This design comes from an exercise in tuning for small area and a short achievable clock period on the open sky130 flow, not from production work.
Where RTL was checked, it was by simulation tests only, not by an equivalence proof against the original.
The RTL of runs 1 and 6 was laid out without a check of its function.

--- design/flow/design.v ---
module Top_module(
    First_Num,
    Second_Num,
    Target_Num,
    Clock,
    Reset,
    Result
    );
	input [31:0] First_Num;
	input [31:0] Second_Num;
	input [31:0] Target_Num;
	input Clock, Reset;
	output reg [1:0] Result;
	wire [31:0] m1 = ~(First_Num ^ Target_Num);  
	wire [31:0] x2 = Second_Num ^ Target_Num;     
	wire hit1 = &m1;
	wire hit2 = ~|x2;
	reg st_0_0;
	reg st_0_1;
	reg st_0_2;
	reg st_0_3;
	reg st_1_0;
	reg st_1_1;
	reg st_1_2;
	reg st_2_0;
	reg st_2_1;
	reg st_2_2;
	reg st_2_3;
	reg st_2_4;
	reg st_3_0;
	reg st_3_1;
	reg st_3_2;
	reg st_3_3;
	reg st_3_4;
	reg st_3_5;
	reg st_4_0;
	reg st_4_1;
	reg st_5_0;
	reg st_6_0;
	reg st_7_0;
	reg st_8_0;
	reg st_9_0;
	wire q1, q2;
	csa_fa u_q1 (.a(st_0_0), .b(st_0_1), .c(st_0_2), .s(q1), .co(q2));
	wire q3, q4;
	csa_fa u_q3 (.a(st_1_0), .b(st_1_1), .c(st_1_2), .s(q3), .co(q4));
	wire q5, q6;
	csa_fa u_q5 (.a(st_2_0), .b(st_2_1), .c(st_2_2), .s(q5), .co(q6));
	wire q7, q8;
	csa_fa u_q7 (.a(st_2_3), .b(st_2_4), .c(q4), .s(q7), .co(q8));
	wire q9, q10;
	csa_fa u_q9 (.a(st_3_0), .b(st_3_1), .c(st_3_2), .s(q9), .co(q10));
	wire q11, q12;
	csa_fa u_q11 (.a(st_3_3), .b(st_3_4), .c(st_3_5), .s(q11), .co(q12));
	wire q13, q14;
	csa_fa u_q13 (.a(q6), .b(q11), .c(q9), .s(q13), .co(q14));
	wire q15, q16;
	csa_fa u_q15 (.a(st_4_0), .b(st_4_1), .c(q10), .s(q15), .co(q16));
	wire q17 = q12 ^ q14;
	wire q18 = q12 & q14;
	wire q19 = st_5_0 ^ q16;
	wire q20 = st_5_0 & q16;
	wire n1, n2;
	csa_fa u_n1 (.a(st_0_3), .b(q1), .c(m1[0]), .s(n1), .co(n2));
	wire n3, n4;
	csa_fa u_n3 (.a(m1[10]), .b(m1[11]), .c(m1[12]), .s(n3), .co(n4));
	wire n5, n6;
	csa_fa u_n5 (.a(m1[13]), .b(m1[14]), .c(m1[15]), .s(n5), .co(n6));
	wire n7, n8;
	csa_fa u_n7 (.a(m1[16]), .b(m1[17]), .c(m1[18]), .s(n7), .co(n8));
	wire n9, n10;
	csa_fa u_n9 (.a(m1[19]), .b(m1[1]), .c(m1[20]), .s(n9), .co(n10));
	wire n11, n12;
	csa_fa u_n11 (.a(m1[21]), .b(m1[22]), .c(m1[23]), .s(n11), .co(n12));
	wire n13, n14;
	csa_fa u_n13 (.a(m1[24]), .b(m1[25]), .c(m1[26]), .s(n13), .co(n14));
	wire n15, n16;
	csa_fa u_n15 (.a(m1[27]), .b(m1[28]), .c(m1[29]), .s(n15), .co(n16));
	wire n17, n18;
	csa_fa u_n17 (.a(m1[2]), .b(m1[30]), .c(m1[31]), .s(n17), .co(n18));
	wire n19, n20;
	csa_fa u_n19 (.a(m1[3]), .b(m1[4]), .c(m1[5]), .s(n19), .co(n20));
	wire n21, n22;
	csa_fa u_n21 (.a(m1[6]), .b(m1[7]), .c(m1[8]), .s(n21), .co(n22));
	wire n23, n24;
	csa_fa u_n23 (.a(m1[9]), .b(x2[0]), .c(x2[10]), .s(n23), .co(n24));
	wire n25, n26;
	csa_fa u_n25 (.a(x2[11]), .b(x2[12]), .c(x2[13]), .s(n25), .co(n26));
	wire n27, n28;
	csa_fa u_n27 (.a(x2[14]), .b(x2[15]), .c(x2[16]), .s(n27), .co(n28));
	wire n29, n30;
	csa_fa u_n29 (.a(x2[17]), .b(x2[18]), .c(x2[19]), .s(n29), .co(n30));
	wire n31, n32;
	csa_fa u_n31 (.a(x2[1]), .b(x2[20]), .c(x2[21]), .s(n31), .co(n32));
	wire n33, n34;
	csa_fa u_n33 (.a(x2[22]), .b(x2[23]), .c(x2[24]), .s(n33), .co(n34));
	wire n35, n36;
	csa_fa u_n35 (.a(x2[25]), .b(x2[26]), .c(x2[27]), .s(n35), .co(n36));
	wire n37, n38;
	csa_fa u_n37 (.a(x2[28]), .b(x2[29]), .c(x2[2]), .s(n37), .co(n38));
	wire n39, n40;
	csa_fa u_n39 (.a(x2[30]), .b(x2[31]), .c(x2[3]), .s(n39), .co(n40));
	wire n41, n42;
	csa_fa u_n41 (.a(x2[4]), .b(x2[5]), .c(x2[6]), .s(n41), .co(n42));
	wire n43, n44;
	csa_fa u_n43 (.a(x2[7]), .b(x2[8]), .c(x2[9]), .s(n43), .co(n44));
	wire n45, n46;
	csa_fa u_n45 (.a(n1), .b(n11), .c(n13), .s(n45), .co(n46));
	wire n47, n48;
	csa_fa u_n47 (.a(n15), .b(n17), .c(n19), .s(n47), .co(n48));
	wire n49, n50;
	csa_fa u_n49 (.a(n21), .b(n23), .c(n25), .s(n49), .co(n50));
	wire n51, n52;
	csa_fa u_n51 (.a(n27), .b(n29), .c(n3), .s(n51), .co(n52));
	wire n53, n54;
	csa_fa u_n53 (.a(n31), .b(n33), .c(n35), .s(n53), .co(n54));
	wire n55, n56;
	csa_fa u_n55 (.a(n37), .b(n39), .c(n41), .s(n55), .co(n56));
	wire n57, n58;
	csa_fa u_n57 (.a(n43), .b(n5), .c(n7), .s(n57), .co(n58));
	wire n59, n60;
	csa_fa u_n59 (.a(n9), .b(n45), .c(n47), .s(n59), .co(n60));
	wire n61, n62;
	csa_fa u_n61 (.a(n49), .b(n51), .c(n53), .s(n61), .co(n62));
	wire n63, n64;
	csa_fa u_n63 (.a(q2), .b(q3), .c(n10), .s(n63), .co(n64));
	wire n65, n66;
	csa_fa u_n65 (.a(n12), .b(n14), .c(n16), .s(n65), .co(n66));
	wire n67, n68;
	csa_fa u_n67 (.a(n18), .b(n2), .c(n20), .s(n67), .co(n68));
	wire n69, n70;
	csa_fa u_n69 (.a(n22), .b(n24), .c(n26), .s(n69), .co(n70));
	wire n71, n72;
	csa_fa u_n71 (.a(n28), .b(n30), .c(n32), .s(n71), .co(n72));
	wire n73, n74;
	csa_fa u_n73 (.a(n34), .b(n36), .c(n38), .s(n73), .co(n74));
	wire n75, n76;
	csa_fa u_n75 (.a(n4), .b(n40), .c(n42), .s(n75), .co(n76));
	wire n77, n78;
	csa_fa u_n77 (.a(n44), .b(n6), .c(n8), .s(n77), .co(n78));
	wire n79, n80;
	csa_fa u_n79 (.a(n46), .b(n48), .c(n50), .s(n79), .co(n80));
	wire n81, n82;
	csa_fa u_n81 (.a(n52), .b(n54), .c(n56), .s(n81), .co(n82));
	wire n83, n84;
	csa_fa u_n83 (.a(n58), .b(n63), .c(n65), .s(n83), .co(n84));
	wire n85, n86;
	csa_fa u_n85 (.a(n67), .b(n69), .c(n71), .s(n85), .co(n86));
	wire n87, n88;
	csa_fa u_n87 (.a(n73), .b(n75), .c(n77), .s(n87), .co(n88));
	wire n89, n90;
	csa_fa u_n89 (.a(n60), .b(n62), .c(n79), .s(n89), .co(n90));
	wire n91, n92;
	csa_fa u_n91 (.a(n81), .b(n83), .c(n85), .s(n91), .co(n92));
	wire n93, n94;
	csa_fa u_n93 (.a(q5), .b(q7), .c(n64), .s(n93), .co(n94));
	wire n95, n96;
	csa_fa u_n95 (.a(n66), .b(n68), .c(n70), .s(n95), .co(n96));
	wire n97, n98;
	csa_fa u_n97 (.a(n72), .b(n74), .c(n76), .s(n97), .co(n98));
	wire n99, n100;
	csa_fa u_n99 (.a(n78), .b(n80), .c(n82), .s(n99), .co(n100));
	wire n101, n102;
	csa_fa u_n101 (.a(n84), .b(n86), .c(n88), .s(n101), .co(n102));
	wire n103, n104;
	csa_fa u_n103 (.a(n93), .b(n95), .c(n97), .s(n103), .co(n104));
	wire n105, n106;
	csa_fa u_n105 (.a(q8), .b(q13), .c(n94), .s(n105), .co(n106));
	wire n107 = q15 ^ q17;
	wire n108 = q15 & q17;
	wire n109, n110;
	csa_fa u_n109 (.a(q18), .b(q19), .c(n108), .s(n109), .co(n110));
	wire n111, n112;
	csa_fa u_n111 (.a(st_6_0), .b(q20), .c(n110), .s(n111), .co(n112));
	wire n113 = st_7_0 ^ n112;
	wire n114 = st_7_0 & n112;
	wire n115 = st_8_0 ^ n114;
	wire n116 = st_8_0 & n114;
	wire n117 = st_9_0 ^ n116;
	wire [9:0] tot = {st_9_0, st_8_0, st_7_0, st_6_0, q18, q15, q8, q5, q2, st_0_3} + {1'b0, 1'b0, 1'b0, q20, q19, q17, q13, q7, q3, q1};
	wire d_neg  = tot[9];
	wire d_zero = ~|tot;
	reg [3:0] cnt;
	always @(posedge Clock or posedge Reset) begin
		if (Reset) begin
			st_0_0 <= 1'b0;
			st_0_1 <= 1'b0;
			st_0_2 <= 1'b0;
			st_0_3 <= 1'b0;
			st_1_0 <= 1'b0;
			st_1_1 <= 1'b0;
			st_1_2 <= 1'b0;
			st_2_0 <= 1'b0;
			st_2_1 <= 1'b0;
			st_2_2 <= 1'b0;
			st_2_3 <= 1'b0;
			st_2_4 <= 1'b0;
			st_3_0 <= 1'b0;
			st_3_1 <= 1'b0;
			st_3_2 <= 1'b0;
			st_3_3 <= 1'b0;
			st_3_4 <= 1'b0;
			st_3_5 <= 1'b0;
			st_4_0 <= 1'b0;
			st_4_1 <= 1'b0;
			st_5_0 <= 1'b1;
			st_6_0 <= 1'b1;
			st_7_0 <= 1'b1;
			st_8_0 <= 1'b0;
			st_9_0 <= 1'b1;
		end else begin
			st_0_0 <= n55;
			st_0_1 <= n57;
			st_0_2 <= n59;
			st_0_3 <= n61;
			st_1_0 <= n87;
			st_1_1 <= n89;
			st_1_2 <= n91;
			st_2_0 <= n101;
			st_2_1 <= n103;
			st_2_2 <= n90;
			st_2_3 <= n92;
			st_2_4 <= n99;
			st_3_0 <= n100;
			st_3_1 <= n102;
			st_3_2 <= n104;
			st_3_3 <= n105;
			st_3_4 <= n96;
			st_3_5 <= n98;
			st_4_0 <= n106;
			st_4_1 <= n107;
			st_5_0 <= n109;
			st_6_0 <= n111;
			st_7_0 <= n113;
			st_8_0 <= n115;
			st_9_0 <= n117;
		end
	end
	always @(posedge Clock or posedge Reset) begin
		if (Reset) begin
			Result <= 2'b00;
			cnt <= 4'd0;
		end else begin
			cnt <= cnt + 4'd1;
			if (Result == 2'b00) begin
				if (hit1 | hit2)
					Result <= {hit2, hit1};
				else if (cnt[3] & cnt[0])  
					Result <= {d_neg | d_zero, ~d_neg};
			end
		end
	end
endmodule
module csa_fa(a, b, c, s, co);
	input a, b, c;
	output s, co;
	assign s = a ^ b ^ c;
	assign co = (a & b) | (a & c) | (b & c);
endmodule
--- design/flow/flow/run.sh ---
#!/bin/bash
# Standard ORFS layout (the standard.sh), except that:
# - the port buffers are the platform's smallest plain buffer instead of the
#   delay buffer buffer_ports picks by default (every port still gets one);
# - clock tree synthesis uses small clock buffers and adds no dummy loads.
set -euo pipefail
bash standard.sh \
  "BUFFER_PORTS_ARGS=-buffer_cell sky130_fd_sc_hd__buf_1" \
  "CTS_ARGS=-sink_clustering_enable -repair_clock_nets -dont_use_dummy_load -buf_list {sky130_fd_sc_hd__clkbuf_4 sky130_fd_sc_hd__clkbuf_8}" \
  finish > standard_make.log 2>&1
--- design/flow/standard.sh ---
#!/bin/bash
# synth_recipe.tcl (not shown) runs the flow's synth.tcl, then flattens the netlist and writes it again
# the make line also repeats each setting of config.mk as NAME=value (left out here)
make -C /OpenROAD-flow-scripts/flow DESIGN_CONFIG=/design/flow/config.mk WORK_HOME=/design/flow/orfs CLKGATE_MAP_FILE= SYNTH_SCRIPT=/design/flow/synth_recipe.tcl "${@:-finish}"
--- design/flow/config.mk ---
export PLATFORM = sky130hd
export DESIGN_NAME = Top_module
export DESIGN_NICKNAME = Top_module
export VERILOG_FILES = /design/flow/design.v
export SDC_FILE = /design/flow/constraint.sdc
export NUM_CORES = 4
export LEC_CHECK = 0
export CAP_MARGIN = 20
export CORE_MARGIN = 2
export CORE_UTILIZATION = 40
export SLEW_MARGIN = 20
export SYNTH_HIERARCHICAL = 1
--- design/flow/constraint.sdc ---
create_clock -name core_clock -period 10.0 [get_ports {Clock}]
set_input_delay 2.0000 -clock core_clock [delete_from_list [all_inputs] [get_ports {Clock}]]
set_output_delay 2.0000 -clock core_clock [all_outputs]
set_load 0.01 [all_outputs]
==> results of run 1 <==
## logic make-up (layout without fill, tap and decap cells)
family	count (synthesis)	after routing	share of synthesized area [%]
adder cells (fa/ha/maj)	76	76	42.77
XOR/XNOR	68	68	17.79
AND/OR/NAND/NOR	54	54	9.271
flip-flops	31	31	23.33
buffers and inverters	8	112	1.383
AO/OA/AOI/OAI	23	23	5.458
## metrics by stage
| step | setup slack (ns) | hold slack, ns | cells | util, % |
|---|---|---|---|---|
| 2_1_floorplan | 5.753 | 0.4413 | 260 | - |
| 3_3_place_gp | 5.457 | 0.4572 | 464 | 46.94 |
| 3_5_place_dp | 5.430 | 0.4609 | 464 | 46.94 |
| 4_1_cts | 5.717 | 0.4704 | 469 | 47.78 |
| 5_1_grt | 5.639 | 0.4903 | 469 | 47.78 |
| 6_report | 5.707 | 0.4670 | 469 | 47.78 |
## worst max-delay path: cells and delay by family
family	cells	cell delay, ns
XOR/XNOR	1	0.34
adder cells (fa/ha/maj)	4	1.97
buffers and inverters	1	0.13
## worst max-delay path by stage
stage                   startpoint               end  slack (ns)  depth (start not counted)
floorplan           Target_Num[15]  st_1_2$_DFF_PP0_        5.75                          5
global placement     Target_Num[0]  st_1_1$_DFF_PP0_        5.46                          6
detailed placement   Target_Num[1]  st_1_2$_DFF_PP0_        5.43                          6
CTS                  Target_Num[1]  st_1_2$_DFF_PP0_        5.72                          6
global route         Target_Num[0]  st_1_1$_DFF_PP0_        5.64                          6
finish               Target_Num[1]  st_1_2$_DFF_PP0_        5.71                          6
## modules after synthesis (local to each module, per instance)
module / area [um^2] / flip-flops and latches / times used / cells inside
Top_module: 2086 / 31 / 1 / 197
csa_fa: 20.02 / 0 / 63 / 1
## final cells by class
type	instances	area share, %
Clock buffer	5	1.762
Inverter	7	0.6726
Multi-Input combinational cell	221	64.51
Sequential cell	31	19.99
Tap cell	105	3.363
Timing Repair Buffer	100	9.705
## placed cells by master, fill, tap and decap left out, types with 7 or more instances in the layout
master / netlist / routed
fa_1: 64 / 64
dfrtp_1: 27 / 27
ha_1: 12 / 12
nor4_1: 11 / 11
nand4_1: 13 / 13
nor2_1: 9 / 9
xor2_1: 34 / 34
inv_1: 7 / 7
buf_1: 0 / 99
xnor2_1: 34 / 34
## routing by layer
| layer | GRT usage (%) | vias up | wire [um] |
|---|---|---|---|
| met2 | 28.70 | 78 | 3699 |
| met4 | 5.238 | 0 | 119 |
| met3 | 2.213 | 13 | 344 |
| li1 | - | 1104 | - |
| met5 | 0 | - | 0 |
| met1 | 23.62 | 1144 | 3147 |
==> out/qor.csv, run 1 <==
metric,value,unit
htreeDepth,2,
r2r-end,Result[1]$_DFFE_PP0P_,
cts_buffer_depth,2,
r2r_slack,6.51,ns
skew,0.02919,ns
drt_wl_total,7310,um
clock_sinks,31,
cts-root-buf,clkbuf_8,
crit_arrival,4.43,ns
core-area,8175,um^2
top_regs,"cnt x4, Result x2",
slowest_stage,fa_1,
drtIter0Drc,97,
cp_max_fo,2,
antenna_cells,0,
rows,33,
drtAntennaViolNets,0,
dpl_cell_area,3837,um^2
crit_required,10.14,ns
finalSetupTns,0,ns
grt_use_total,17.22,%
outcome,"complete, no violations",
fp.dieW,95.48,um
synth_top_cells_by_area,"fa_1, dfrtp_1, xnor2_1, xor2_1, ha_1",
ff2ff_path_depth,11,
fin_crit_sh,42.93,%
netlist_area,3347,um^2
drive_gt1_share,4.121,%
maxCapViolations,0,
antenna_found_initial,0,
synth_area_leader_cell,fa_1,
cts_tree,done,
cts_hold_buf,0,
critPathLaunchType,input pin,
cts_inserted_buffers,5,
drc,0,
synth_cell_type_count,38,
yosys_warnings,7,
die_y,95.48,um
synth_ff_type,dfrtp_1,
grt_pass1_wl,11780,um
cp_cell_sequence,buf_1 -> xor2_1 -> fa_1 -> fa_1 -> fa_1 -> fa_1,
num_vias,2339,
areaGrowthSynthToFinish,16.71,%
hp-class,flop to flop,
regToRegStartpoint,st_3_3$_DFF_PP0_,
fin_area,3906,um^2
largest_reg_flops,4,
synth.net_count,434,
grt_pass1_vias,2488,
hold_end,cnt[2]$_DFF_PP0_,
start_util,40.94,%
min_from,cnt[2]$_DFF_PP0_,
ios,100,
period_needed,4.293,ns
cp_slowest_stage_delay,0.51,ns
ys_seq_elements,31,
rsz0062_at_grt,false,
clock.fmax,0.2329,GHz
seq_area,780.7,um^2
finalHoldViolations,0,
min_path_cells,1,
place.gp.congestion,0.9168,
clk_latency,0.29,ns
slew_violations,0,
setup_viol,0,
cpMostUsedCell,fa_1,
port_buffers,99,
multiInputGateArea,2520,um^2
die-area,9115,um^2
seq_area_frac_synth,23.33,%
synthesis.instances,260,
grt_overflow,0,
wl_per_cell,15.59,um
yosysMostFrequentCell,fa_1,
syn_area_per_cell,12.87,um^2
post_cts_buffers,0,
first_pass_iters,4,
regMostFlops,cnt,
cts_resized,0,
viasPerCell,4.987,
clk_pin_slew,0.05,ns
async_flop_share,100.0,%
slew_headroom,64.08,%
critPathKind,input pin to flop,
end_kind,flop,
fillers,775,
grt_start_max_net_pins,32,
synth_edf_count,0,
tightest_slew,0.5318,ns
netlist.area_leader.share,38.28,%
ys_top_cells_by_count,"fa_1, xnor2_1, xor2_1",
final_nets,540,
dp_hpwl,6726,um
==> run 2, diff against run 1 <==
--- a/design/flow/design.v
+++ b/design/flow/design.v
@@ -23,4 +23,8 @@
 	reg st_1_1;
 	reg st_1_2;
+	reg st_1_3;
+	reg st_1_4;
+	reg st_1_5;
+	reg st_1_6;
 	reg st_2_0;
 	reg st_2_1;
@@ -28,13 +32,15 @@
 	reg st_2_3;
 	reg st_2_4;
+	reg st_2_5;
+	reg st_2_6;
+	reg st_2_7;
+	reg st_2_8;
 	reg st_3_0;
 	reg st_3_1;
 	reg st_3_2;
 	reg st_3_3;
-	reg st_3_4;
-	reg st_3_5;
 	reg st_4_0;
-	reg st_4_1;
 	reg st_5_0;
+	reg st_5_1;
 	reg st_6_0;
 	reg st_7_0;
@@ -46,19 +52,31 @@
 	csa_fa u_q3 (.a(st_1_0), .b(st_1_1), .c(st_1_2), .s(q3), .co(q4));
 	wire q5, q6;
-	csa_fa u_q5 (.a(st_2_0), .b(st_2_1), .c(st_2_2), .s(q5), .co(q6));
+	csa_fa u_q5 (.a(st_1_3), .b(st_1_4), .c(st_1_5), .s(q5), .co(q6));
 	wire q7, q8;
-	csa_fa u_q7 (.a(st_2_3), .b(st_2_4), .c(q4), .s(q7), .co(q8));
+	csa_fa u_q7 (.a(st_1_6), .b(q2), .c(q3), .s(q7), .co(q8));
 	wire q9, q10;
-	csa_fa u_q9 (.a(st_3_0), .b(st_3_1), .c(st_3_2), .s(q9), .co(q10));
+	csa_fa u_q9 (.a(st_2_0), .b(st_2_1), .c(st_2_2), .s(q9), .co(q10));
 	wire q11, q12;
-	csa_fa u_q11 (.a(st_3_3), .b(st_3_4), .c(st_3_5), .s(q11), .co(q12));
+	csa_fa u_q11 (.a(st_2_3), .b(st_2_4), .c(st_2_5), .s(q11), .co(q12));
 	wire q13, q14;
-	csa_fa u_q13 (.a(q6), .b(q11), .c(q9), .s(q13), .co(q14));
+	csa_fa u_q13 (.a(st_2_6), .b(st_2_7), .c(st_2_8), .s(q13), .co(q14));
 	wire q15, q16;
-	csa_fa u_q15 (.a(st_4_0), .b(st_4_1), .c(q10), .s(q15), .co(q16));
-	wire q17 = q12 ^ q14;
-	wire q18 = q12 & q14;
-	wire q19 = st_5_0 ^ q16;
-	wire q20 = st_5_0 & q16;
+	csa_fa u_q15 (.a(q4), .b(q6), .c(q11), .s(q15), .co(q16));
+	wire q17, q18;
+	csa_fa u_q17 (.a(q13), .b(q9), .c(q8), .s(q17), .co(q18));
+	wire q19, q20;
+	csa_fa u_q19 (.a(st_3_0), .b(st_3_1), .c(st_3_2), .s(q19), .co(q20));
+	wire q21, q22;
+	csa_fa u_q21 (.a(st_3_3), .b(q10), .c(q12), .s(q21), .co(q22));
+	wire q23, q24;
+	csa_fa u_q23 (.a(q14), .b(q19), .c(q16), .s(q23), .co(q24));
+	wire q25 = q21 ^ q18;
+	wire q26 = q21 & q18;
+	wire q27, q28;
+	csa_fa u_q27 (.a(st_4_0), .b(q20), .c(q22), .s(q27), .co(q28));
+	wire q29 = q24 ^ q27;
+	wire q30 = q24 & q27;
+	wire q31, q32;
+	csa_fa u_q31 (.a(st_5_0), .b(st_5_1), .c(q28), .s(q31), .co(q32));
 	wire n1, n2;
 	csa_fa u_n1 (.a(st_0_3), .b(q1), .c(m1[0]), .s(n1), .co(n2));
@@ -124,5 +142,5 @@
 	csa_fa u_n61 (.a(n49), .b(n51), .c(n53), .s(n61), .co(n62));
 	wire n63, n64;
-	csa_fa u_n63 (.a(q2), .b(q3), .c(n10), .s(n63), .co(n64));
+	csa_fa u_n63 (.a(q5), .b(q7), .c(n10), .s(n63), .co(n64));
 	wire n65, n66;
 	csa_fa u_n65 (.a(n12), .b(n14), .c(n16), .s(n65), .co(n66));
@@ -150,33 +168,23 @@
 	csa_fa u_n87 (.a(n73), .b(n75), .c(n77), .s(n87), .co(n88));
 	wire n89, n90;
-	csa_fa u_n89 (.a(n60), .b(n62), .c(n79), .s(n89), .co(n90));
+	csa_fa u_n89 (.a(q15), .b(q17), .c(n64), .s(n89), .co(n90));
 	wire n91, n92;
-	csa_fa u_n91 (.a(n81), .b(n83), .c(n85), .s(n91), .co(n92));
+	csa_fa u_n91 (.a(n66), .b(n68), .c(n70), .s(n91), .co(n92));
 	wire n93, n94;
-	csa_fa u_n93 (.a(q5), .b(q7), .c(n64), .s(n93), .co(n94));
-	wire n95, n96;
-	csa_fa u_n95 (.a(n66), .b(n68), .c(n70), .s(n95), .co(n96));
+	csa_fa u_n93 (.a(n72), .b(n74), .c(n76), .s(n93), .co(n94));
+	wire n95 = q23 ^ q25;
+	wire n96 = q23 & q25;
 	wire n97, n98;
-	csa_fa u_n97 (.a(n72), .b(n74), .c(n76), .s(n97), .co(n98));
-	wire n99, n100;
-	csa_fa u_n99 (.a(n78), .b(n80), .c(n82), .s(n99), .co(n100));
+	csa_fa u_n97 (.a(q26), .b(q29), .c(n96), .s(n97), .co(n98));
+	wire n99 = q30 ^ q31;
+	wire n100 = q30 & q31;
 	wire n101, n102;
-	csa_fa u_n101 (.a(n84), .b(n86), .c(n88), .s(n101), .co(n102));
-	wire n103, n104;
-	csa_fa u_n103 (.a(n93), .b(n95), .c(n97), .s(n103), .co(n104));
-	wire n105, n106;
-	csa_fa u_n105 (.a(q8), .b(q13), .c(n94), .s(n105), .co(n106));
-	wire n107 = q15 ^ q17;
-	wire n108 = q15 & q17;
-	wire n109, n110;
-	csa_fa u_n109 (.a(q18), .b(q19), .c(n108), .s(n109), .co(n110));
-	wire n111, n112;
-	csa_fa u_n111 (.a(st_6_0), .b(q20), .c(n110), .s(n111), .co(n112));
-	wire n113 = st_7_0 ^ n112;
-	wire n114 = st_7_0 & n112;
-	wire n115 = st_8_0 ^ n114;
-	wire n116 = st_8_0 & n114;
-	wire n117 = st_9_0 ^ n116;
-	wire [9:0] tot = {st_9_0, st_8_0, st_7_0, st_6_0, q18, q15, q8, q5, q2, st_0_3} + {1'b0, 1'b0, 1'b0, q20, q19, q17, q13, q7, q3, q1};
+	csa_fa u_n101 (.a(st_6_0), .b(q32), .c(n100), .s(n101), .co(n102));
+	wire n103 = st_7_0 ^ n102;
+	wire n104 = st_7_0 & n102;
+	wire n105 = st_8_0 ^ n104;
+	wire n106 = st_8_0 & n104;
+	wire n107 = st_9_0 ^ n106;
+	wire [9:0] tot = {st_9_0, st_8_0, st_7_0, st_6_0, q30, q26, q23, q15, q5, st_0_3} + {1'b0, 1'b0, 1'b0, q32, q31, q29, q25, q17, q7, q1};
 	wire d_neg  = tot[9];
 	wire d_zero = ~|tot;
@@ -191,4 +199,8 @@
 			st_1_1 <= 1'b0;
 			st_1_2 <= 1'b0;
+			st_1_3 <= 1'b0;
+			st_1_4 <= 1'b0;
+			st_1_5 <= 1'b0;
+			st_1_6 <= 1'b0;
 			st_2_0 <= 1'b0;
 			st_2_1 <= 1'b0;
@@ -196,13 +208,15 @@
 			st_2_3 <= 1'b0;
 			st_2_4 <= 1'b0;
+			st_2_5 <= 1'b0;
+			st_2_6 <= 1'b0;
+			st_2_7 <= 1'b0;
+			st_2_8 <= 1'b0;
 			st_3_0 <= 1'b0;
 			st_3_1 <= 1'b0;
 			st_3_2 <= 1'b0;
 			st_3_3 <= 1'b0;
-			st_3_4 <= 1'b0;
-			st_3_5 <= 1'b0;
 			st_4_0 <= 1'b0;
-			st_4_1 <= 1'b0;
 			st_5_0 <= 1'b1;
+			st_5_1 <= 1'b0;
 			st_6_0 <= 1'b1;
 			st_7_0 <= 1'b1;
@@ -214,25 +228,31 @@
 			st_0_2 <= n59;
 			st_0_3 <= n61;
-			st_1_0 <= n87;
-			st_1_1 <= n89;
-			st_1_2 <= n91;
-			st_2_0 <= n101;
-			st_2_1 <= n103;
-			st_2_2 <= n90;
-			st_2_3 <= n92;
-			st_2_4 <= n99;
-			st_3_0 <= n100;
-			st_3_1 <= n102;
-			st_3_2 <= n104;
-			st_3_3 <= n105;
-			st_3_4 <= n96;
-			st_3_5 <= n98;
-			st_4_0 <= n106;
-			st_4_1 <= n107;
-			st_5_0 <= n109;
-			st_6_0 <= n111;
-			st_7_0 <= n113;
-			st_8_0 <= n115;
-			st_9_0 <= n117;
+			st_1_0 <= n60;
+			st_1_1 <= n62;
+			st_1_2 <= n79;
+			st_1_3 <= n81;
+			st_1_4 <= n83;
+			st_1_5 <= n85;
+			st_1_6 <= n87;
+			st_2_0 <= n78;
+			st_2_1 <= n80;
+			st_2_2 <= n82;
+			st_2_3 <= n84;
+			st_2_4 <= n86;
+			st_2_5 <= n88;
+			st_2_6 <= n89;
+			st_2_7 <= n91;
+			st_2_8 <= n93;
+			st_3_0 <= n90;
+			st_3_1 <= n92;
+			st_3_2 <= n94;
+			st_3_3 <= n95;
+			st_4_0 <= n97;
+			st_5_0 <= n98;
+			st_5_1 <= n99;
+			st_6_0 <= n101;
+			st_7_0 <= n103;
+			st_8_0 <= n105;
+			st_9_0 <= n107;
 		end
 	end
--- a/design/flow/flow/run.sh
+++ b/design/flow/flow/run.sh
@@ -7,4 +7,4 @@
 bash standard.sh \
   "BUFFER_PORTS_ARGS=-buffer_cell sky130_fd_sc_hd__buf_1" \
-  "CTS_ARGS=-sink_clustering_enable -repair_clock_nets -dont_use_dummy_load -buf_list {sky130_fd_sc_hd__clkbuf_4 sky130_fd_sc_hd__clkbuf_8}" \
+  "CTS_ARGS=-sink_clustering_enable -repair_clock_nets -dont_use_dummy_load -sink_clustering_size 30 -sink_clustering_max_diameter 200 -buf_list {sky130_fd_sc_hd__clkbuf_8}" \
   finish > standard_make.log 2>&1
==> out/qor.csv, run 2 <==
metric,value,unit,change
outcome,"complete, no violations",,
clock.fmax,0.2566,GHz,+10%
final_cells,460,,-1.9%
core-area,8258,um^2,+1.0%
period_needed,3.897,ns,-0.3963 ns
crit_required,10.19,ns,+0.05 ns
grt_use_total,16.72,%,-0.50 points
rows,33,,unchanged
ff2ff_path_depth,11,,unchanged
drt_wl_total,7407,um,+1.3%
slew_headroom,69.28,%,+5.2 points
fp.dieW,96.33,um,+0.89%
ios,100,,unchanged
ys_seq_elements,37,,+19%
grt_overflow,0,,unchanged
dp.cells,455,,-1.9%
cts_resized,0,,unchanged
hp-class,flop to flop,,
crit_arrival,4.09,ns,-0.34 ns
critPathKind,flop to flop,,
synth_area_leader_cell,fa_1,,
grt_start_max_net_pins,38,,+19%
wl_per_cell,16.10,um,+3.3%
end_kind,flop,,
r2r-end,Result[1]$_DFFE_PP0P_,,
top_regs,"cnt x4, Result x2",,
syn_area_per_cell,13.64,um^2,+5.9%
drtIter0Drc,48,,-51%
start_util,41.29,%,+0.35 points
fin_crit_sh,38.97,%,-4.0 points
layout_setup_ws,6.103,ns,+0.3963 ns
synth_edf_count,0,,unchanged
min_from,cnt[2]$_DFF_PP0_,,
slowest_stage,fa_1,,
grt_pass1_vias,2370,,-4.7%
antenna_cells,0,,unchanged
crit_family,adder cells,,
largest_reg_flops,4,,unchanged
maxCapViolations,0,,unchanged
first_pass_iters,4,,unchanged
yosysMostFrequentCell,fa_1,,
clk_pin_slew,0.07,ns,+0.02 ns
critPathLaunchType,flop,,
clock_sinks,37,,+19%
netlist_area,3410,um^2,+1.9%
cp_slowest_stage_delay,0.51,ns,about the same
yosys_warnings,7,,unchanged
r2r_slack,6.10,ns,-0.41 ns
seq_area_frac_synth,27.30,%,+4.0 points
areaGrowthSynthToFinish,16.99,%,
ys_top_cells_by_count,"fa_1, xnor2_1, xor2_1",,
fin_hold_ws,0.4674,ns,+0.0003680 ns
cts-root-buf,clkbuf_8,,
die_y,96.33,um,+0.89%
synthesis.instances,250,,-3.8%
final_nets,531,,-1.7%
cts_tree,done,,
cpMostUsedCell,fa_1,,
regToRegStartpoint,st_2_3$_DFF_PP0_,,
tightest_slew,0.4607,ns,-0.07109 ns
dp_hpwl,6809,um,+1.2%
cts_hold_buf,0,,unchanged
dpl_cell_area,3920,um^2,+2.2%
slew_violations,0,,unchanged
final_common_cell,buf_1,,
skew,0.01081,ns,-0.01838 ns
finalHoldViolations,0,,unchanged
timing.critical_path.buf_inv,0,,-1
cp_cell_sequence,fa_1 -> fa_1 -> fa_1 -> ha_1 -> ha_1 -> and3_2 -> a22oi_1 -> or4b_1 -> o2111ai_1 -> nand4_1 -> a311oi_1,,
hold_end,cnt[2]$_DFF_PP0_,,
post_cts_buffers,0,,unchanged
fin_area,3989,um^2,+2.1%
clk_latency,0.28,ns,about the same
utilization,48.30,%,+0.52 points
drtAntennaViolNets,0,,unchanged
min_path_cells,1,,unchanged
viasPerCell,4.898,,-1.8%
final_cell_mix,"buf_1, fa_1, xnor2_1, xor2_1, dfrtp_1",,
htreeDepth,2,,unchanged
die-area,9279,um^2,+1.8%
netlist.area_leader.share,37.58,%,-0.70 points
num_vias,2253,,-3.7%
synth_top_cells_by_area,"fa_1, dfrtp_1, xnor2_1, xor2_1, ha_1",,
pre_cts_ws,5.883,ns,+0.4525 ns
cp_max_fo,6,,+4
cts_buffer_depth,2,,unchanged
async_flop_share,100.0,%,unchanged
synth_cell_type_count,38,,unchanged
synth.net_count,424,,-2.3%
place.gp.congestion,0.8898,,-2.9%
drc,0,,unchanged
synth_ff_type,dfrtp_1,,
antenna_found_initial,0,,unchanged
finalSetupTns,0,ns,unchanged
regMostFlops,cnt,,
cts_inserted_buffers,5,,unchanged
grt_pass1_wl,11290,um,-4.2%
rsz0062_at_grt,false,,
setup_viol,0,,unchanged
drive_gt1_share,4.225,%,+0.10 points
port_buffers,99,,unchanged
==> run 2: cell count changes in the layout (fill, tap and decap cells not counted), sizes merged, moves of 3 or more <==
cell    previous run  this run
dfrtp             27        33
nand2b             3         0
nand3              5         1
nor2               9         4
o21ai              5         2
==> run 2: layer usage <==
| layer | global-route usage, % | vias to the layer above | part of all wire [%] |
|---|---|---|---|
| met4 | 4.343 | 0 | 0.96 |
| met5 | 0 | - | 0 |
| li1 | - | 1073 | - |
| met2 | 24.83 | 57 | 49 |
| met1 | 24.44 | 1117 | 45 |
| met3 | 4.542 | 6 | 5.4 |
==> run 2: cells by family (layout without fill, tap and decap cells) <==
group,after synthesis,count (layout),synth area share [%]
xor gates and xnor gates,69,69,17.72
adders and majority gates,76,76,41.98
and+or+nand+nor,38,38,7.009
DFF,37,37,27.30
buffers and inverters,7,112,0.7708
AOI/OAI and AO/OA,23,23,5.211
==> run 2: worst max-delay path by stage <==
stage	start	endpoint	slack (ns)	depth (start not counted)
after floorplan	First_Num[7]	st_0_3$_DFF_PP0_	6.19	4
after global placement	Target_Num[20]	st_0_3$_DFF_PP0_	5.91	5
after detailed placement	Target_Num[0]	st_0_3$_DFF_PP0_	5.88	5
after CTS	st_2_3$_DFF_PP0_	Result[1]$_DFFE_PP0P_	6.08	11
after global routing	st_2_0$_DFF_PP0_	Result[1]$_DFFE_PP0P_	5.87	11
final	st_2_3$_DFF_PP0_	Result[1]$_DFFE_PP0P_	6.10	11
==> run 2: modules after synthesis, one instance, submodules excluded <==
module      cells  flip-flops and latches
Top_module    187                      37
csa_fa          1                       0
==> run 2: worst register-to-register path, stage by stage (launching register included) <==
cell       delay, ns
dfrtp_1         0.40
fa_1            0.51
fa_1            0.40
fa_1            0.38
ha_1            0.34
ha_1            0.39
and3_2          0.21
a22oi_1         0.14
or4b_1          0.49
o2111ai_1       0.12
nand4_1         0.15
a311oi_1        0.28
==> run 2: cell type report <==
type | count | area (um^2)
tap | 105 | 131.4
fill | 765 | 4269
inverter | 7 | 26.28
clock buffer | 5 | 68.82
multi-input combinational | 206 | 2452
timing repair buffer | 100 | 379.1
sequential | 37 | 930.9
==> run 3, diff against run 2 <==
--- a/design/flow/flow/run.sh
+++ b/design/flow/flow/run.sh
@@ -7,4 +7,4 @@
 bash standard.sh \
   "BUFFER_PORTS_ARGS=-buffer_cell sky130_fd_sc_hd__buf_1" \
-  "CTS_ARGS=-sink_clustering_enable -repair_clock_nets -dont_use_dummy_load -sink_clustering_size 30 -sink_clustering_max_diameter 200 -buf_list {sky130_fd_sc_hd__clkbuf_8}" \
+  "CTS_ARGS=-sink_clustering_enable -repair_clock_nets -dont_use_dummy_load -buf_list {sky130_fd_sc_hd__clkbuf_4 sky130_fd_sc_hd__clkbuf_8}" \
   finish > standard_make.log 2>&1
--- a/design/flow/config.mk
+++ b/design/flow/config.mk
@@ -6,4 +6,5 @@
 export NUM_CORES = 4
 export LEC_CHECK = 0
+export ABC_CLOCK_PERIOD_IN_PS = 2000
 export CAP_MARGIN = 20
 export CORE_MARGIN = 2
==> out/qor.csv, run 3 <==
metric,value,unit,change
outcome,"complete, no violations",,
fillers,765,,unchanged
drtAntennaViolNets,0,,unchanged
cts-root-buf,clkbuf_8,,
final_nets,531,,unchanged
drive_gt1_share,4.225,%,unchanged
skew,0.01081,ns,unchanged
fin_hold_ws,0.4674,ns,unchanged
clk_pin_slew,0.07,ns,about the same
grt_overflow,0,,unchanged
layout_setup_ws,6.103,ns,unchanged
ys_seq_elements,37,,unchanged
synth_ff_type,dfrtp_1,,
die_y,96.33,um,unchanged
finalHoldViolations,0,,unchanged
yosys_warnings,7,,unchanged
drt_wl_total,7407,um,unchanged
tightest_slew,0.4607,ns,unchanged
grt_use_total,16.72,%,unchanged
crit_arrival,4.09,ns,about the same
synth.net_count,424,,unchanged
critPathKind,flop to flop,,
place.gp.congestion,0.8898,,unchanged
grt_pass1_vias,2370,,unchanged
async_flop_share,100.0,%,unchanged
slowest_stage,fa_1,,
end_kind,flop,,
dp_hpwl,6809,um,unchanged
synth_area_leader_cell,fa_1,,
final_cell_mix,"buf_1, fa_1, xnor2_1, xor2_1, dfrtp_1",,
cts_resized,0,,unchanged
netlist_area,3410,um^2,unchanged
multiInputGateArea,2452,um^2,unchanged
clock.fmax,0.2566,GHz,unchanged
regMostFlops,cnt,,
areaGrowthSynthToFinish,16.99,%,unchanged
min_path_cells,1,,unchanged
crit_required,10.19,ns,about the same
grt_start_max_net_pins,38,,unchanged
clock_sinks,37,,unchanged
synth_cell_type_count,38,,unchanged
cpMostUsedCell,fa_1,,
antenna_found_initial,0,,unchanged
port_buffers,99,,unchanged
hp-class,flop to flop,,
cts_inserted_buffers,5,,unchanged
drtIter0Drc,48,,unchanged
cp_max_fo,6,,unchanged
yosysMostFrequentCell,fa_1,,
viasPerCell,4.898,,unchanged
fin_crit_sh,38.97,%,unchanged
synth_edf_count,0,,unchanged
setup_viol,0,,unchanged
start_util,41.29,%,unchanged
cts_buffer_depth,2,,unchanged
htreeDepth,2,,unchanged
rows,33,,unchanged
wl_per_cell,16.10,um,unchanged
cts_tree,done,,
fp.dieW,96.33,um,unchanged
seq_area_frac_synth,27.30,%,unchanged
final_common_cell,buf_1,,
critPathLaunchType,flop,,
maxCapViolations,0,,unchanged
ios,100,,unchanged
pre_cts_ws,5.883,ns,unchanged
netlist.area_leader.share,37.58,%,unchanged
synth_top_cells_by_area,"fa_1, dfrtp_1, xnor2_1, xor2_1, ha_1",,
fin_area,3989,um^2,unchanged
top_regs,"cnt x4, Result x2",,
grt_pass1_wl,11290,um,unchanged
slew_headroom,69.28,%,unchanged
syn_area_per_cell,13.64,um^2,unchanged
seq_area,930.9,um^2,unchanged
clk_latency,0.28,ns,about the same
num_vias,2253,,unchanged
dpl_cell_area,3920,um^2,unchanged
rsz0062_at_grt,false,,
die-area,9279,um^2,unchanged
post_cts_buffers,0,,unchanged
drc,0,,unchanged
finalSetupTns,0,ns,unchanged
slew_violations,0,,unchanged
largest_reg_flops,4,,unchanged
cp_cell_sequence,fa_1 -> fa_1 -> fa_1 -> ha_1 -> ha_1 -> and3_2 -> a22oi_1 -> or4b_1 -> o2111ai_1 -> nand4_1 -> a311oi_1,,
core-area,8258,um^2,unchanged
antenna_cells,0,,unchanged
ff2ff_path_depth,11,,unchanged
ys_top_cells_by_count,"fa_1, xnor2_1, xor2_1",,
cp_slowest_stage_delay,0.51,ns,about the same
cts_hold_buf,0,,unchanged
synthesis.instances,250,,unchanged
period_needed,3.897,ns,unchanged
first_pass_iters,4,,unchanged
==> run 3: final cells by class <==
cell class,count,share of cell area [%]
multi-input combinational,206,61.48
sequential,37,23.34
timing repair buffer,100,9.504
tap,105,3.294
clock buffer,5,1.725
inverter,7,0.6587
==> run 3: cells by family after synthesis <==
kind of cell / Yosys count / share of synthesized area, %
compound gates: 23 / 5.211
xor+xnor: 69 / 17.72
fa+ha+maj: 76 / 41.98
buf+inv: 7 / 0.7708
flops: 37 / 27.30
simple gates: 38 / 7.009
==> run 3: layer usage <==
metal | wire length, um | global-route usage, % | vias up
li1 | - | - | 1073
met1 | 3330 | 24.44 | 1117
met2 | 3606 | 24.83 | 57
met3 | 399 | 4.542 | 6
met4 | 71 | 4.343 | 0
met5 | 0 | 0 | -
==> run 3: path summary, 6_finish.rpt <==
check / slack, ns / endpoint / from
setup reg to reg: 6.10 / Result[1]$_DFFE_PP0P_ / st_2_3$_DFF_PP0_
setup / recovery: 6.10 / Result[1]$_DFFE_PP0P_ / st_2_3$_DFF_PP0_
hold / removal: 0.47 / cnt[2]$_DFF_PP0_ / cnt[2]$_DFF_PP0_
min in group asynchronous: 1.78 / cnt[3]$_DFF_PP0_ / Reset
hold reg to reg: 0.47 / cnt[2]$_DFF_PP0_ / cnt[2]$_DFF_PP0_
max in group asynchronous: 7.87 / st_6_0$_DFF_PP1_ / Reset
==> run 3: worst max-delay path, delay by kind of cell, from the launching register on <==
family,cells,cell delay [ns]
adder cells (fa/ha/maj),5,2.02
AND/OR/NAND/NOR,3,0.85
flip-flops,1,0.40
AO/OA/AOI/OAI,3,0.54
==> run 3: Yosys stat by module, one instance, submodules excluded <==
module | area [um^2] | flops+latches | times used
Top_module | 2148 | 37 | 1
csa_fa | 20.02 | 0 | 63
==> run 3: metrics by stage <==
stage	instances	utilization, %
after floorplan	250	-
after global placement	455	47.47
after detailed placement	455	47.47
after CTS	460	48.30
after global routing	460	48.30
final	460	48.30
==> run 4, diff against run 3 <==
--- a/design/flow/config.mk
+++ b/design/flow/config.mk
@@ -6,5 +6,4 @@
 export NUM_CORES = 4
 export LEC_CHECK = 0
-export ABC_CLOCK_PERIOD_IN_PS = 2000
 export CAP_MARGIN = 20
 export CORE_MARGIN = 2
==> out/qor.csv, run 4 <==
metric,value,unit,change
outcome,"complete, no violations",,
first_pass_iters,4,,unchanged
slew_headroom,69.28,%,unchanged
synth_edf_count,0,,unchanged
antenna_found_initial,0,,unchanged
cp_max_fo,6,,unchanged
rsz0062_at_grt,false,,
hp-class,flop to flop,,
top_regs,"cnt x4, Result x2",,
wl_per_cell,16.10,um,unchanged
num_vias,2253,,unchanged
finalSetupTns,0,ns,unchanged
critPathLaunchType,flop,,
fp.dieW,96.33,um,unchanged
largest_reg_flops,4,,unchanged
netlist.area_leader.share,37.58,%,unchanged
dpl_cell_area,3920,um^2,unchanged
drive_gt1_share,4.225,%,unchanged
synth_ff_type,dfrtp_1,,
ios,100,,unchanged
final_cell_mix,"buf_1, fa_1, xnor2_1, xor2_1, dfrtp_1",,
setup_viol,0,,unchanged
drtIter0Drc,48,,unchanged
critPathKind,flop to flop,,
htreeDepth,2,,unchanged
synthesis.instances,250,,unchanged
ys_seq_elements,37,,unchanged
cts_resized,0,,unchanged
tightest_slew,0.4607,ns,unchanged
rows,33,,unchanged
slew_violations,0,,unchanged
cts_hold_buf,0,,unchanged
synth.net_count,424,,unchanged
cts_inserted_buffers,5,,unchanged
start_util,41.29,%,unchanged
regMostFlops,cnt,,
cts_tree,done,,
final_nets,531,,unchanged
clk_pin_slew,0.07,ns,about the same
netlist_area,3410,um^2,unchanged
clk_latency,0.28,ns,about the same
finalHoldViolations,0,,unchanged
clock_sinks,37,,unchanged
end_kind,flop,,
final_common_cell,buf_1,,
grt_use_total,16.72,%,unchanged
synth_top_cells_by_area,"fa_1, dfrtp_1, xnor2_1, xor2_1, ha_1",,
drtAntennaViolNets,0,,unchanged
die_y,96.33,um,unchanged
skew,0.01081,ns,unchanged
fin_area,3989,um^2,unchanged
period_needed,3.897,ns,unchanged
ys_top_cells_by_count,"fa_1, xnor2_1, xor2_1",,
grt_overflow,0,,unchanged
post_cts_buffers,0,,unchanged
crit_arrival,4.09,ns,about the same
fin_hold_ws,0.4674,ns,unchanged
areaGrowthSynthToFinish,16.99,%,unchanged
yosys_warnings,7,,unchanged
cts-root-buf,clkbuf_8,,
yosysMostFrequentCell,fa_1,,
drt_wl_total,7407,um,unchanged
maxCapViolations,0,,unchanged
dp_hpwl,6809,um,unchanged
crit_required,10.19,ns,about the same
fin_crit_sh,38.97,%,unchanged
grt_pass1_wl,11290,um,unchanged
drc,0,,unchanged
cts_buffer_depth,2,,unchanged
syn_area_per_cell,13.64,um^2,unchanged
clock.fmax,0.2566,GHz,unchanged
async_flop_share,100.0,%,unchanged
synth_cell_type_count,38,,unchanged
viasPerCell,4.898,,unchanged
port_buffers,99,,unchanged
antenna_cells,0,,unchanged
core-area,8258,um^2,unchanged
grt_start_max_net_pins,38,,unchanged
synth_area_leader_cell,fa_1,,
place.gp.congestion,0.8898,,unchanged
seq_area_frac_synth,27.30,%,unchanged
grt_pass1_vias,2370,,unchanged
die-area,9279,um^2,unchanged
[run 4: worst paths after layout]
kind                             startpoint               endpoint  slack [ns]  cells after the start
setup / recovery           st_2_3$_DFF_PP0_  Result[1]$_DFFE_PP0P_        6.10                     11
hold / removal             cnt[2]$_DFF_PP0_       cnt[2]$_DFF_PP0_        0.47                      1
setup reg to reg           st_2_3$_DFF_PP0_  Result[1]$_DFFE_PP0P_        6.10                     11
hold reg to reg            cnt[2]$_DFF_PP0_       cnt[2]$_DFF_PP0_        0.47                      1
max in group asynchronous             Reset       st_6_0$_DFF_PP1_        7.87                      3
min in group asynchronous             Reset       cnt[3]$_DFF_PP0_        1.78                      3
[run 4: critical path, cell delays in order (launching register included)]
cell and delay (ns):
dfrtp_1 0.40, fa_1 0.51, fa_1 0.40, fa_1 0.38, ha_1 0.34, ha_1 0.39
and3_2 0.21, a22oi_1 0.14, or4b_1 0.49, o2111ai_1 0.12, nand4_1 0.15, a311oi_1 0.28
[run 4: cell families (layout without fill, tap and decap cells)]
family                     after synthesis  after routing  synth area share [%]
adders and majority gates               76             76                 41.98
and+or+nand+nor                         38             38                 7.009
AOI/OAI and AO/OA                       23             23                 5.211
buffers and inverters                    7            112                0.7708
xor gates and xnor gates                69             69                 17.72
DFF                                     37             37                 27.30
[run 4: metal layers]
| metal | vias up | GRT usage, % | part of all wire [%] |
|---|---|---|---|
| met1 | 1117 | 24.44 | 45 |
| li1 | 1073 | - | - |
| met5 | - | 0 | 0 |
| met3 | 6 | 4.542 | 5.4 |
| met4 | 0 | 4.343 | 0.96 |
| met2 | 57 | 24.83 | 49 |
[run 4: layout make-up]
| type | count | area, um^2 |
|---|---|---|
| clock buffers | 5 | 68.82 |
| fillers | 765 | 4269 |
| inverters | 7 | 26.28 |
| multi-input cells | 206 | 2452 |
| flip-flops and latches | 37 | 930.9 |
| well taps | 105 | 131.4 |
| repair buffers | 100 | 379.1 |
[run 4: modules after synthesis, one instance, submodules excluded]
module      copies in the design  flops+latches  cell area, um^2
csa_fa                        63              0            20.02
Top_module                     1             37             2148
[run 4: metrics by stage]
stage | util (%) | setup slack [ns] | std cells
CTS | 48.30 | 6.079 | 460
global route | 48.30 | 5.873 | 460
global placement | 47.47 | 5.910 | 455
floorplan | - | 6.194 | 250
finish | 48.30 | 6.103 | 460
detailed placement | 47.47 | 5.883 | 455
==> run 5, diff against run 4 <==
--- a/design/flow/flow/run.sh
+++ b/design/flow/flow/run.sh
@@ -7,4 +7,4 @@
 bash standard.sh \
   "BUFFER_PORTS_ARGS=-buffer_cell sky130_fd_sc_hd__buf_1" \
-  "CTS_ARGS=-sink_clustering_enable -repair_clock_nets -dont_use_dummy_load -buf_list {sky130_fd_sc_hd__clkbuf_4 sky130_fd_sc_hd__clkbuf_8}" \
+  "CTS_ARGS=-sink_clustering_enable -repair_clock_nets -dont_use_dummy_load -root_buf sky130_fd_sc_hd__clkbuf_4 -buf_list {sky130_fd_sc_hd__clkbuf_2 sky130_fd_sc_hd__clkbuf_4}" \
   finish > standard_make.log 2>&1
==> out/qor.csv, run 5 <==
metric,value,unit,change
outcome,"complete, no violations",,
drc,0,,unchanged
die-area,9279,um^2,unchanged
setup_viol,0,,unchanged
drtAntennaViolNets,0,,unchanged
wl_per_cell,16.02,um,-0.54%
hp-class,flop to flop,,
final_common_cell,buf_1,,
netlist.area_leader.share,37.58,%,unchanged
final_cell_mix,"buf_1, fa_1, xnor2_1, xor2_1, dfrtp_1",,
seq_area_frac_synth,27.30,%,unchanged
final_nets,531,,unchanged
startpoint,st_2_3$_DFF_PP0_,,
regMostFlops,cnt,,
regToRegStartpoint,st_2_3$_DFF_PP0_,,
drt_wl_total,7367,um,-0.54%
finalHoldViolations,0,,unchanged
cts_resized,0,,unchanged
rsz0062_at_grt,false,,
synth_cell_type_count,38,,unchanged
grt_overflow,0,,unchanged
clock_sinks,37,,unchanged
ios,100,,unchanged
core-area,8258,um^2,unchanged
synth_area_leader_cell,fa_1,,
dpl_cell_area,3920,um^2,unchanged
netlist_area,3410,um^2,unchanged
yosys_warnings,7,,unchanged
die_y,96.33,um,unchanged
cts_tree,done,,
min_path_cells,1,,unchanged
top_regs,"cnt x4, Result x2",,
grt_use_total,16.76,%,+0.034 points
cts_inserted_buffers,5,,unchanged
async_flop_share,100.0,%,unchanged
antenna_found_initial,0,,unchanged
end_kind,flop,,
min_from,cnt[2]$_DFF_PP0_,,
slew_violations,0,,unchanged
cts_hold_buf,0,,unchanged
slew_headroom,69.52,%,+0.24 points
fillers,773,,+1.0%
dp_hpwl,6809,um,unchanged
start_util,41.29,%,unchanged
synth_top_cells_by_area,"fa_1, dfrtp_1, xnor2_1, xor2_1, ha_1",,
finalSetupTns,0,ns,unchanged
synthesis.instances,250,,unchanged
num_vias,2242,,-0.49%
fin_crit_sh,38.95,%,about the same
post_cts_buffers,0,,unchanged
synth_edf_count,0,,unchanged
critPathKind,flop to flop,,
cp_max_fo,6,,unchanged
crit_arrival,4.14,ns,+0.05 ns
maxCapViolations,0,,unchanged
first_pass_iters,4,,unchanged
htreeDepth,2,,unchanged
ys_top_cells_by_count,"fa_1, xnor2_1, xor2_1",,
drive_gt1_share,4.225,%,unchanged
drtIter0Drc,52,,+8.3%
critPathLaunchType,flop,,
fp.dieW,96.33,um,unchanged
skew,0.01525,ns,+0.004439 ns
viasPerCell,4.874,,-0.49%
port_buffers,99,,unchanged
crit_required,10.25,ns,+0.06 ns
grt_pass1_vias,2367,,-0.13%
areaGrowthSynthToFinish,16.07,%,
period_needed,3.895,ns,-0.001540 ns
grt_start_max_net_pins,38,,unchanged
syn_area_per_cell,13.64,um^2,unchanged
synth.net_count,424,,unchanged
place.gp.congestion,0.8898,,unchanged
largest_reg_flops,4,,unchanged
yosysMostFrequentCell,fa_1,,
clock.fmax,0.2567,GHz,about the same
clk_latency,0.33,ns,+0.05 ns
utilization,47.92,%,-0.38 points
fin_area,3958,um^2,-0.78%
clk_pin_slew,0.11,ns,+0.04 ns
cts-root-buf,clkbuf_4,,
ff2ff_path_depth,11,,unchanged
synth_ff_type,dfrtp_1,,
ys_seq_elements,37,,unchanged
tightest_slew,0.4571,ns,-0.003594 ns
grt_pass1_wl,11300,um,about the same
cts_buffer_depth,2,,unchanged
antenna_cells,0,,unchanged
rows,33,,unchanged
==> run 5: cell counts after synthesis <==
No cell type changed its count.
==> run 5: layer usage <==
metal  up-vias  GRT usage [%]  wire length, um
met1      1104          24.44             3321
met4         0          4.695               56
met5         -              0                0
met3         4          4.542              390
met2        57          24.77             3599
li1       1077              -                -
==> run 5: final cells by class <==
cell class	count	area (um^2)	area share, %
tap	105	131.4	3.320
sequential	37	930.9	23.52
clock buffer	5	37.54	0.9485
timing repair buffer	100	379.1	9.580
multi-input combinational	206	2452	61.97
inverter	7	26.28	0.6639
==> run 5: path summary, 6_finish.rpt <==
kind / end / slack, ns
max: Result[1]$_DFFE_PP0P_ / 6.10
min: cnt[2]$_DFF_PP0_ / 0.47
max reg2reg: Result[1]$_DFFE_PP0P_ / 6.10
min reg2reg: cnt[2]$_DFF_PP0_ / 0.47
max in group asynchronous: st_6_0$_DFF_PP1_ / 7.92
min in group asynchronous: st_8_0$_DFF_PP0_ / 1.72
==> run 5: through the flow <==
stage | setup slack (ns) | hold slack, ns | std cells
final | 6.105 | 0.4727 | 460
after global routing | 5.872 | 0.5077 | 460
after detailed placement | 5.883 | 0.4575 | 455
after floorplan | 6.194 | 0.4424 | 250
after global placement | 5.910 | 0.4599 | 455
after CTS | 6.078 | 0.4776 | 460
==> run 5: worst max-delay path, stage by stage, from the launching register on <==
cell and delay [ns]:
dfrtp_1 0.41, fa_1 0.51, fa_1 0.40, fa_1 0.38
ha_1 0.34, ha_1 0.39, and3_2 0.21, a22oi_1 0.14
or4b_1 0.49, o2111ai_1 0.12, nand4_1 0.15, a311oi_1 0.28
==> run 5: kinds of logic (layout without fill, tap and decap cells) <==
group | Yosys count | after routing | synth area share, %
adder cells (fa/ha/maj) | 76 | 76 | 41.98
flip-flops | 37 | 37 | 27.30
AO/OA/AOI/OAI | 23 | 23 | 5.211
buffers and inverters | 7 | 112 | 0.7708
AND/OR/NAND/NOR | 38 | 38 | 7.009
XOR/XNOR | 69 | 69 | 17.72
==> run 5: modules after synthesis (local to each module, per instance) <==
module      cell area, um^2  times used
Top_module             2148           1
csa_fa                20.02          63
==> run 6, diff against run 5 <==
--- a/design/flow/design.v
+++ b/design/flow/design.v
@@ -42,7 +42,7 @@
 	reg st_4_0;
 	reg st_5_0;
-	reg st_5_1;
 	reg st_6_0;
 	reg st_7_0;
+	reg st_7_1;
 	reg st_8_0;
 	reg st_9_0;
@@ -77,6 +77,6 @@
 	wire q29 = q24 ^ q27;
 	wire q30 = q24 & q27;
-	wire q31, q32;
-	csa_fa u_q31 (.a(st_5_0), .b(st_5_1), .c(q28), .s(q31), .co(q32));
+	wire q31 = st_5_0 ^ q28;
+	wire q32 = st_5_0 & q28;
 	wire n1, n2;
 	csa_fa u_n1 (.a(st_0_3), .b(q1), .c(m1[0]), .s(n1), .co(n2));
@@ -177,14 +177,14 @@
 	wire n97, n98;
 	csa_fa u_n97 (.a(q26), .b(q29), .c(n96), .s(n97), .co(n98));
-	wire n99 = q30 ^ q31;
-	wire n100 = q30 & q31;
+	wire n99, n100;
+	csa_fa u_n99 (.a(q30), .b(q31), .c(n98), .s(n99), .co(n100));
 	wire n101, n102;
 	csa_fa u_n101 (.a(st_6_0), .b(q32), .c(n100), .s(n101), .co(n102));
-	wire n103 = st_7_0 ^ n102;
-	wire n104 = st_7_0 & n102;
+	wire n103 = st_7_0 ^ st_7_1;
+	wire n104 = st_7_0 & st_7_1;
 	wire n105 = st_8_0 ^ n104;
 	wire n106 = st_8_0 & n104;
 	wire n107 = st_9_0 ^ n106;
-	wire [9:0] tot = {st_9_0, st_8_0, st_7_0, st_6_0, q30, q26, q23, q15, q5, st_0_3} + {1'b0, 1'b0, 1'b0, q32, q31, q29, q25, q17, q7, q1};
+	wire [9:0] tot = {st_9_0, st_8_0, st_7_0, st_6_0, q30, q26, q23, q15, q5, st_0_3} + {1'b0, 1'b0, st_7_1, q32, q31, q29, q25, q17, q7, q1};
 	wire d_neg  = tot[9];
 	wire d_zero = ~|tot;
@@ -218,7 +218,7 @@
 			st_4_0 <= 1'b0;
 			st_5_0 <= 1'b1;
-			st_5_1 <= 1'b0;
 			st_6_0 <= 1'b1;
 			st_7_0 <= 1'b1;
+			st_7_1 <= 1'b0;
 			st_8_0 <= 1'b0;
 			st_9_0 <= 1'b1;
@@ -249,8 +249,8 @@
 			st_3_3 <= n95;
 			st_4_0 <= n97;
-			st_5_0 <= n98;
-			st_5_1 <= n99;
+			st_5_0 <= n99;
 			st_6_0 <= n101;
-			st_7_0 <= n103;
+			st_7_0 <= n102;
+			st_7_1 <= n103;
 			st_8_0 <= n105;
 			st_9_0 <= n107;
--- a/design/flow/flow/run.sh
+++ b/design/flow/flow/run.sh
@@ -7,4 +7,4 @@
 bash standard.sh \
   "BUFFER_PORTS_ARGS=-buffer_cell sky130_fd_sc_hd__buf_1" \
-  "CTS_ARGS=-sink_clustering_enable -repair_clock_nets -dont_use_dummy_load -root_buf sky130_fd_sc_hd__clkbuf_4 -buf_list {sky130_fd_sc_hd__clkbuf_2 sky130_fd_sc_hd__clkbuf_4}" \
+  "CTS_ARGS=-sink_clustering_enable -repair_clock_nets -dont_use_dummy_load -buf_list {sky130_fd_sc_hd__clkbuf_4 sky130_fd_sc_hd__clkbuf_8}" \
   finish > standard_make.log 2>&1
==> out/qor.csv, run 6 <==
metric,value,unit,change
antenna_cells,0,,unchanged
drive_gt1_share,4.607,%,+0.38 points
yosys_warnings,7,,unchanged
fin_crit_sh,38.52,%,-0.43 points
synth_cell_type_count,37,,-2.6%
tightest_slew,0.5534,ns,+0.09629 ns
port_buffers,99,,unchanged
place.gp.congestion,0.8628,,-3.0%
ff2ff_path_depth,11,,unchanged
layout_setup_ws,6.148,ns,+0.04311 ns
grt_pass1_vias,2660,,+12%
wl_per_cell,16.31,um,+1.9%
yosysMostFrequentCell,fa_1,,
first_pass_iters,4,,unchanged
regToRegStartpoint,st_2_0$_DFF_PP0_,,
synth_edf_count,0,,unchanged
drtIter0Drc,57,,+9.6%
maxCapViolations,0,,unchanged
num_vias,2382,,+6.2%
final_common_cell,buf_1,,
viasPerCell,4.994,,+2.5%
r2r-end,Result[1]$_DFFE_PP0P_,,
outcome,"complete, no violations",,
fillers,814,,+5.3%
clk_latency,0.28,ns,-0.05 ns
cts_inserted_buffers,5,,unchanged
regMostFlops,cnt,,
finalSetupTns,0,ns,unchanged
slew_violations,0,,unchanged
final_nets,546,,+2.8%
setup_viol,0,,unchanged
finalHoldViolations,0,,unchanged
start_util,40.68,%,-0.60 points
r2r_slack,6.28,ns,+0.18 ns
netlist_area,3513,um^2,+3.0%
drt_wl_total,7782,um,+5.6%
areaGrowthSynthToFinish,16.60,%,
synth_top_cells_by_area,"fa_1, dfrtp_1, xnor2_1, xor2_1, ha_1",,
syn_area_per_cell,13.31,um^2,-2.4%
fin_hold_ws,0.4746,ns,+0.001942 ns
cts_hold_buf,0,,unchanged
drc,0,,unchanged
htreeDepth,2,,unchanged
die_y,97.72,um,+1.4%
ys_seq_elements,37,,unchanged
grt_pass1_wl,13010,um,+15%
top_regs,"cnt x4, Result x2",,
largest_reg_flops,4,,unchanged
period_needed,3.852,ns,-0.04311 ns
synth.net_count,439,,+3.5%
grt_start_max_net_pins,38,,unchanged
clock.fmax,0.2596,GHz,+1.1%
critPathLaunchType,input pin,,
hold_end,cnt[3]$_DFF_PP0_,,
crit_arrival,4.01,ns,-0.13 ns
cts_resized,0,,unchanged
ys_top_cells_by_count,"fa_1, xnor2_1, xor2_1",,
final_cell_mix,"buf_1, fa_1, xnor2_1, xor2_1, dfrtp_1",,
min_from,cnt[3]$_DFF_PP0_,,
netlist.area_leader.share,36.47,%,-1.1 points
grt_overflow,0,,unchanged
end_kind,flop,,
dp_hpwl,7170,um,+5.3%
clock_sinks,37,,unchanged
cts-root-buf,clkbuf_8,,
synth_area_leader_cell,fa_1,,
seq_area_frac_synth,26.50,%,-0.81 points
async_flop_share,100.0,%,unchanged
critPathKind,input pin to flop,,
pre_cts_ws,5.833,ns,-0.04972 ns
post_cts_buffers,0,,unchanged
crit_required,10.15,ns,-0.10 ns
ios,100,,unchanged
antenna_found_initial,0,,unchanged
hp-class,flop to flop,,
drtAntennaViolNets,0,,unchanged
slew_headroom,62.76,%,-6.8 points
synthesis.instances,264,,+5.6%
synth_ff_type,dfrtp_1,,
cts_tree,done,,
die-area,9549,um^2,+2.9%
grt_use_total,17.70,%,+0.94 points
rsz0062_at_grt,false,,
core-area,8636,um^2,+4.6%
min_path_cells,1,,unchanged
cts_buffer_depth,2,,unchanged
clk_pin_slew,0.07,ns,-0.04 ns
rows,34,,+3.0%
skew,0.006388,ns,-0.008861 ns
fp.dieW,97.72,um,+1.4%
cp_max_fo,2,,-4
==> run 6: cell types whose count changed after synthesis, sizes merged, moves of 2 or more <==
cell    change
a21oi       +3
nor3        +4
nor3b       -2
a31oi       +2
nand2b      +3
nor2        +5
xor2        +2
a211oi      -2
a22o        +2
==> run 6: Yosys stat by module, one instance, submodules excluded <==
module,times used,flip-flops and latches
csa_fa,63,0
Top_module,1,37
==> run 6: worst max-delay path by stage <==
| stage | from | to | depth (start not counted) |
|---|---|---|---|
| finish | Target_Num[17] | st_0_3$_DFF_PP0_ | 5 |
| global placement | Target_Num[17] | st_0_3$_DFF_PP0_ | 5 |
| detailed placement | Target_Num[17] | st_0_3$_DFF_PP0_ | 5 |
| global route | Target_Num[17] | st_0_3$_DFF_PP0_ | 5 |
| CTS | Target_Num[17] | st_0_3$_DFF_PP0_ | 5 |
| floorplan | First_Num[7] | st_0_3$_DFF_PP0_ | 4 |
==> run 6: cell type report <==
type                    count  area [um^2]  area share [%]
clock buffers               5        68.82           1.680
inverters                   7        26.28          0.6414
multi-input cells         220         2556           62.40
flip-flops and latches     37        930.9           22.72
well taps                 108        135.1           3.299
repair buffers            100        379.1           9.255
==> run 6: logic make-up after synthesis <==
family / share of synthesized area (%)
and+or+nand+nor: 7.871
DFF: 26.50
muxes: 0.2849
AOI/OAI and AO/OA: 5.556
buffers and inverters: 0.7480
adders and majority gates: 41.10
xor gates and xnor gates: 17.95
==> run 6: per-stage QoR <==
stage          cell area, um^2  std cells  utilization (%)
2_1_floorplan             3513        264                -
3_3_place_gp              4028        472            46.64
3_5_place_dp              4028        472            46.64
4_1_cts                   4096        477            47.44
5_1_grt                   4096        477            47.44
6_report                  4096        477            47.44
==> run 6: routing by layer <==
layer | share of wire [%] | global-route usage, %
met1 | 41 | 23.10
met5 | 0 | 0
met4 | 3.5 | 7.158
met2 | 49 | 28.70
met3 | 6.3 | 4.173
==> run 6: worst max-delay path: stages <==
cell    delay (ns)
buf_1         0.16
xor2_1        0.41
fa_1          0.49
fa_1          0.54
fa_1          0.41

static timing again, ports no longer ideal:
No port has a modelled driver above. Below, the same layouts with a new extraction and two added sets of constraints. Step 1 (the two cells are an assumption about what drives the block):
set clk [get_ports {Clock}]
set_driving_cell -lib_cell sky130_fd_sc_hd__clkbuf_16 $clk
set_driving_cell -lib_cell sky130_fd_sc_hd__buf_2 [delete_from_list [all_inputs] $clk]
Step 2 adds t to the input delays and takes it off the output delays; t is the mean of the earliest and latest rising clock arrival at the registers after step 1. Input paths then give back, and output paths get back, about the clock's delay inside the block. Three values: ideal, step 1, step 2; two values: the first two.
run | t (ns) | slack for setup (ns) | hold WS [ns] | clock arrival spread, ns | worst slew at a driven data input, ns
run 1 | 0.299 | 5.707 / 5.713 / 5.413 | 0.467 / 0.467 / 0.467 | 0.030 / 0.029 | 0.04
run 2 | 0.306 | 6.103 / 6.103 / 5.845 | 0.467 / 0.467 / 0.467 | 0.011 / 0.011 | 0.04
run 3 | 0.306 | 6.103 / 6.103 / 5.845 | 0.467 / 0.467 / 0.467 | 0.011 / 0.011 | 0.04
run 4 | 0.306 | 6.103 / 6.103 / 5.845 | 0.467 / 0.467 / 0.467 | 0.011 / 0.011 | 0.04
run 5 | 0.348 | 6.105 / 6.105 / 5.885 | 0.473 / 0.473 / 0.473 | 0.015 / 0.015 | 0.04
run 6 | 0.302 | 6.148 / 6.154 / 5.852 | 0.475 / 0.475 / 0.475 | 0.006 / 0.006 | 0.03
After both steps setup and hold are still met in every run listed. For run 6, which loses most, drivers alone change the setup slack by +0.006 ns; drivers and shift together by -0.296 ns.
